Source: an optimization exercise on an open RTL-to-GDS flow (aim: small area). Production flows keep margins and buffers that such runs may drop.
In this exercise RTL edits were held to simulation tests only and were not proved equivalent to the original.
The clock port is modelled as an ideal driver, which makes a skipped or thinned clock tree look cheaper than it is; a real chip needs a root buffer or a tree.
Power is estimated from default activity; no workload was simulated.

// fifo16x8
module  fifo16x8(
    output reg full,
    output reg empty,
    output reg [7:0] data,
    input [7:0] wr_data,
    input we,re,
    input reset,
    input clock
);
For scale: ~330 cells after synthesis.
==> module fifo16x8, before the edit <==
module  fifo16x8(
    output reg full,
    output reg empty,
    output reg [7:0] data,
    input [7:0] wr_data,
    input we,re,
    input reset,
    input clock
);
    reg [3:0] wr_pntr;
    reg [3:0] rd_pntr;
    reg [7:0] mem[1:15];
    wire wr_ok = we & ~full;
    wire rd_ok = re & ~empty;
    wire [3:0] wr_next = {wr_pntr[2:0], wr_pntr[3] ^ wr_pntr[2]};
    wire [3:0] rd_next = {rd_pntr[2:0], rd_pntr[3] ^ rd_pntr[2]};
    always @(posedge clock)
        if (wr_ok)
            mem[wr_pntr] <= wr_data;
    always @(posedge clock)
    begin
        if (reset)
        begin
            wr_pntr <= 4'b0001;
            rd_pntr <= 4'b0001;
            data    <= 8'd0;
            full    <= 1'b0;
            empty   <= 1'b1;
        end
        else
        begin
            if (wr_ok)
                wr_pntr <= wr_next;
            if (rd_ok)
            begin
                data    <= mem[rd_pntr];
                rd_pntr <= rd_next;
            end
            if (wr_ok && !rd_ok)
            begin
                empty <= 1'b0;
                full  <= (wr_next == rd_pntr);
            end
            else if (rd_ok && !wr_ok)
            begin
                full  <= 1'b0;
                empty <= (rd_next == wr_pntr);
            end
        end
    end
endmodule
clock: 5.0 ns
lec_check: 0
cap_margin: 20
core_margin: 2
core_utilization: 40
slew_margin: 20
run.sh (not shown) runs the stock make flow with config.mk's settings and CLKGATE_MAP_FILE= SYNTH_SCRIPT=/design/flow/synth_recipe.tcl, a recipe that flattens the netlist after the stock synthesis.
The first run produced a clean layout.
Change:
--- a/flow/design.v
+++ b/flow/design.v
@@ -9,34 +9,42 @@
 );
     reg [3:0] wr_pntr;
     reg [3:0] rd_pntr;
     reg [7:0] mem[1:15];
+    integer i;
     wire wr_ok = we & ~full;
     wire rd_ok = re & ~empty;
     wire [3:0] wr_next = {wr_pntr[2:0], wr_pntr[3] ^ wr_pntr[2]};
     wire [3:0] rd_next = {rd_pntr[2:0], rd_pntr[3] ^ rd_pntr[2]};
+    reg [7:0] rd_word;
+    always @*
+    begin
+        rd_word = 8'd0;
+        for (i = 1; i < 16; i = i + 1)
+            rd_word = rd_word | (mem[i] & {8{rd_pntr == i && !reset}});
+    end
     always @(posedge clock)
-        if (wr_ok)
-            mem[wr_pntr] <= wr_data;
+        for (i = 1; i < 16; i = i + 1)
+            if (wr_ok && wr_pntr == i)
+                mem[i] <= wr_data;
+    always @(posedge clock)
+        if (reset || rd_ok)
+            data <= rd_word;
     always @(posedge clock)
     begin
         if (reset)
         begin
             wr_pntr <= 4'b0001;
             rd_pntr <= 4'b0001;
-            data    <= 8'd0;
             full    <= 1'b0;
             empty   <= 1'b1;
         end
         else
         begin
             if (wr_ok)
                 wr_pntr <= wr_next;
             if (rd_ok)
-            begin
-                data    <= mem[rd_pntr];
                 rd_pntr <= rd_next;
-            end
             if (wr_ok && !rd_ok)
             begin
                 empty <= 1'b0;
                 full  <= (wr_next == rd_pntr);
What happened: Sequential power stays flat. Power went down by 1.5%. Synthesized cell count went up by 8.1%. Global-route usage went up by 0.34 points. Count of clock-buffer cells in the layout went down by 7. Setup slack got worse by 0.038 ns. Sequential share of layout area went up by 1.1 points. Fmax went down by 1.4%. Wire length went up by 6.3%. Via count went up by 4.9%. Register-to-register slack got worse by 0.20 ns.

========
The RTL this note starts from:
==> flow/design.v <==
module  fifo16x8(
    output full,
    output empty,
    output reg [7:0] data,
    input [7:0] wr_data,
    input we,re,
    input reset,
    input clock
);
    reg [3:0] wr_pntr;
    reg [3:0] rd_pntr;
    reg       last_up;
    reg [7:0] mem[1:15];
    integer i;
    wire wr_ok, rd_ok, data_en, last_up_d;
    fifo_flags u_flags (.wr_pntr(wr_pntr), .rd_pntr(rd_pntr), .last_up(last_up),
                        .we(we), .re(re), .reset(reset),
                        .full(full), .empty(empty), .wr_ok(wr_ok), .rd_ok(rd_ok),
                        .data_en(data_en), .last_up_d(last_up_d));
    wire [3:0] wr_d, rd_d;
    fifo_lfsr u_wr_step (.q(wr_pntr), .en(wr_ok), .reset(reset), .d(wr_d));
    fifo_lfsr u_rd_step (.q(rd_pntr), .en(rd_ok), .reset(reset), .d(rd_d));
    wire [15:1] wr_sel, rd_sel;
    fifo_dec15 u_wr_dec (.a(wr_pntr), .en(wr_ok), .y(wr_sel));
    fifo_dec15n u_rd_dec (.a(rd_pntr), .en_n(reset), .y(rd_sel));
    wire [119:0] words;
    genvar g;
    generate
        for (g = 1; g < 16; g = g + 1) begin : w
            assign words[8*g-1 -: 8] = mem[g];
        end
    endgenerate
    wire [7:0] rd_word;
    fifo_rdmux u_rdmux (.words(words), .sel(rd_sel), .y(rd_word));
    always @(posedge clock)
        for (i = 1; i < 16; i = i + 1)
            if (wr_sel[i])
                mem[i] <= wr_data;
    always @(posedge clock)
        if (data_en)
            data <= rd_word;
    always @(posedge clock)
    begin
        wr_pntr <= wr_d;
        rd_pntr <= rd_d;
        last_up <= last_up_d;
    end
endmodule
module fifo_flags(
    input [3:0] wr_pntr,
    input [3:0] rd_pntr,
    input last_up,
    input we, re, reset,
    output full, empty, wr_ok, rd_ok, data_en, last_up_d
);
    wire [3:0] diff;
    wire same, rd_ok_n, up;
    fifo_xor2 u_x0 (.a(wr_pntr[0]), .b(rd_pntr[0]), .y(diff[0]));
    fifo_xor2 u_x1 (.a(wr_pntr[1]), .b(rd_pntr[1]), .y(diff[1]));
    fifo_xor2 u_x2 (.a(wr_pntr[2]), .b(rd_pntr[2]), .y(diff[2]));
    fifo_xor2 u_x3 (.a(wr_pntr[3]), .b(rd_pntr[3]), .y(diff[3]));
    fifo_nor4 u_same (.a(diff[0]), .b(diff[1]), .c(diff[2]), .d(diff[3]), .y(same));
    fifo_and2 u_full (.a(same), .b(last_up), .y(full));
    fifo_andn u_empty (.a(same), .b_n(last_up), .y(empty));
    fifo_andn u_wr_ok (.a(we), .b_n(full), .y(wr_ok));
    fifo_andn u_rd_ok (.a(re), .b_n(empty), .y(rd_ok));
    fifo_nandn u_rd_ok_n (.a(re), .b_n(empty), .y(rd_ok_n));
    fifo_orn u_data_en (.a(reset), .b_n(rd_ok_n), .y(data_en));
    fifo_maj3 u_up (.a(wr_ok), .b(rd_ok_n), .c(last_up), .y(up));
    fifo_andn u_last (.a(up), .b_n(reset), .y(last_up_d));
endmodule
module fifo_xor2(input a, b, output y);
    assign y = a ^ b;
endmodule
module fifo_nor4(input a, b, c, d, output y);
    assign y = ~(a | b | c | d);
endmodule
module fifo_and2(input a, b, output y);
    assign y = a & b;
endmodule
module fifo_andn(input a, b_n, output y);
    assign y = a & ~b_n;
endmodule
module fifo_nandn(input a, b_n, output y);
    assign y = ~(a & ~b_n);
endmodule
module fifo_orn(input a, b_n, output y);
    assign y = a | ~b_n;
endmodule
module fifo_maj3(input a, b, c, output y);
    assign y = (a & b) | (a & c) | (b & c);
endmodule
module fifo_lfsr(
    input [3:0] q,
    input en, reset,
    output [3:0] d
);
    wire [3:0] step = {q[2:0], q[3] ^ q[2]};
    wire [3:0] held = en ? step : q;
    assign d = reset ? 4'b0001 : held;
endmodule
module fifo_dec15(
    input [3:0] a,
    input en,
    output [15:1] y
);
    wire [3:0] lo = {a[1] & a[0], a[1] & ~a[0], ~a[1] & a[0], ~a[1] & ~a[0]};
    wire [3:0] hi = {a[3] & a[2], a[3] & ~a[2], ~a[3] & a[2], ~a[3] & ~a[2]} & {4{en}};
    genvar k;
    generate
        for (k = 1; k < 16; k = k + 1) begin : d
            assign y[k] = hi[k / 4] & lo[k % 4];
        end
    endgenerate
endmodule
module fifo_dec15n(
    input [3:0] a,
    input en_n,
    output [15:1] y
);
    wire [3:0] lo = {a[1] & a[0], a[1] & ~a[0], ~a[1] & a[0], ~a[1] & ~a[0]};
    wire [3:0] hi = {a[3] & a[2], a[3] & ~a[2], ~a[3] & a[2], ~a[3] & ~a[2]} & {4{~en_n}};
    genvar k;
    generate
        for (k = 1; k < 16; k = k + 1) begin : d
            assign y[k] = hi[k / 4] & lo[k % 4];
        end
    endgenerate
endmodule
module fifo_rdmux(
    input [119:0] words,
    input [15:1] sel,
    output [7:0] y
);
    genvar b;
    generate
        for (b = 0; b < 8; b = b + 1) begin : bt
            wire [14:0] col;
            genvar k;
            for (k = 1; k < 16; k = k + 1) begin : e
                assign col[k-1] = words[8*(k-1) + b];
            end
            fifo_or15 u_or (.d(col), .s(sel), .y(y[b]));
        end
    endgenerate
endmodule
module fifo_or15(
    input [14:0] d,
    input [14:0] s,
    output y
);
    wire [4:0] n;
    genvar k;
    generate
        for (k = 0; k < 5; k = k + 1) begin : grp
            fifo_aoi222 u_g (.a1(d[3*k]), .a2(s[3*k]), .b1(d[3*k+1]), .b2(s[3*k+1]),
                             .c1(d[3*k+2]), .c2(s[3*k+2]), .y(n[k]));
        end
    endgenerate
    wire n012;
    fifo_and3 u_a (.a(n[0]), .b(n[1]), .c(n[2]), .y(n012));
    fifo_nand3 u_n (.a(n012), .b(n[3]), .c(n[4]), .y(y));
endmodule
module fifo_aoi222(input a1, a2, b1, b2, c1, c2, output y);
    assign y = ~((a1 & a2) | (b1 & b2) | (c1 & c2));
endmodule
module fifo_and3(input a, b, c, output y);
    assign y = a & b & c;
endmodule
module fifo_nand3(input a, b, c, output y);
    assign y = ~(a & b & c);
endmodule
clock: 5.0 ns
lec_check: 0
cap_margin: 20
core_margin: 2
core_utilization: 40
slew_margin: 20
synth_hierarchical: 1
synth_minimum_keep_size: 0
standard.sh (not shown) runs the stock make flow with config.mk's settings and CLKGATE_MAP_FILE= SYNTH_SCRIPT=/design/flow/synth_recipe.tcl, a recipe that flattens the netlist after the stock synthesis.
==> flow/flow/run.sh <==
#!/bin/bash
# Standard ORFS layout with three changes:
#  - port buffers use the smallest buffer (buf_1);
#  - before global placement every combinational cell is set to its smallest
#    drive strength (downsize.tcl); the resizer sizes up what needs it;
#  - the clock tree is built by manual_cts.tcl: the clock port drives
#    MCTS_N (4) buffers, each driving an equal share of the registers
#    grouped by position (every register is one buffer from the port).
set -euo pipefail
here=$(pwd)
export BUFFER_PORTS_ARGS="-buffer_cell sky130_fd_sc_hd__buf_1"
export PRE_GLOBAL_PLACE_TCL=$here/flow/downsize.tcl
export PRE_CTS_TCL=$here/flow/manual_cts.tcl
export MCTS_N=4 MCTS_CELL=sky130_fd_sc_hd__clkbuf_16 MCTS_ROOT=none
bash standard.sh > standard.log 2>&1
Other scripts of this flow, unchanged in this note and not shown: flow/flow/downsize.tcl, flow/flow/manual_cts.tcl
Rerun with:
--- a/flow/design.v
+++ b/flow/design.v
@@ -95,10 +95,25 @@
     input en, reset,
     output [3:0] d
 );
     wire [3:0] step = {q[2:0], q[3] ^ q[2]};
-    wire [3:0] held = en ? step : q;
-    assign d = reset ? 4'b0001 : held;
+    wire [3:0] held_n;
+    genvar k;
+    generate
+        for (k = 0; k < 4; k = k + 1) begin : b
+            fifo_mux2i u_m (.s(en), .a0(q[k]), .a1(step[k]), .y(held_n[k]));
+        end
+    endgenerate
+    fifo_nandn u_r0 (.a(held_n[0]), .b_n(reset), .y(d[0]));
+    fifo_nor2 u_r1 (.a(held_n[1]), .b(reset), .y(d[1]));
+    fifo_nor2 u_r2 (.a(held_n[2]), .b(reset), .y(d[2]));
+    fifo_nor2 u_r3 (.a(held_n[3]), .b(reset), .y(d[3]));
+endmodule
+module fifo_mux2i(input s, a0, a1, output y);
+    assign y = ~(s ? a1 : a0);
+endmodule
+module fifo_nor2(input a, b, output y);
+    assign y = ~(a | b);
 endmodule
 module fifo_dec15(
     input [3:0] a,
     input en,
Result:
- critical path depth is unchanged
- wire length is about the same
- register-to-register slack gets better by 0.11 ns
- utilization barely changes
- synthesized cell count falls by 1.5%
- first-iteration DRC count rises by 3.9%
- maximum frequency rises by 1.9%
- synthesized area stays flat
- die area is about the same
- worst hold slack hardly moves
- cell area hardly moves
- setup slack gets better by 0.057 ns
- sequential share of layout area stays flat
- cell count falls by 0.43%
No run of this note takes its clock network from TritonCTS; it comes from the design's own scripts or RTL.

[afterwards: timing with drivers on the ports]
The results above use ideal ports. As a check the final layouts listed here were re-extracted and re-timed, cells and wires unchanged. Step 1 assumes that a clkbuf_16 drives the clock port and a buf_2 every other input. Step 2 times the ports against the registers' clock, not the clock port: input delays grow and output delays shrink by t, the midpoint of the rising clock arrivals with the driver on. a / b / c = ideal ports / drivers / drivers and shift; a / b = the first two.
run | shift t [ns] | slack for setup (ns) | worst setup path after step 2 | clock arrival spread, ns | worst data-port slew with drivers (ns)
the first run of note 1 | 0.453 | 2.335 / 2.351 / 1.898 | input to register | 0.013 / 0.013 | 0.04
the second run of note 1 | 0.454 | 2.297 / 2.311 / 1.857 | input to register | 0.006 / 0.006 | 0.03
the first run of note 2 | 0.257 | 1.880 / 1.940 / 1.686 | input to register | 0.012 / 0.012 | 0.03
the second run of note 2 | 0.255 | 1.937 / 1.997 / 1.742 | input to register | 0.012 / 0.012 | 0.03
After both steps every run listed still meets setup and hold. For the second run of note 1, which loses most, drivers alone change the setup slack by +0.014 ns; drivers and shift together by -0.440 ns.
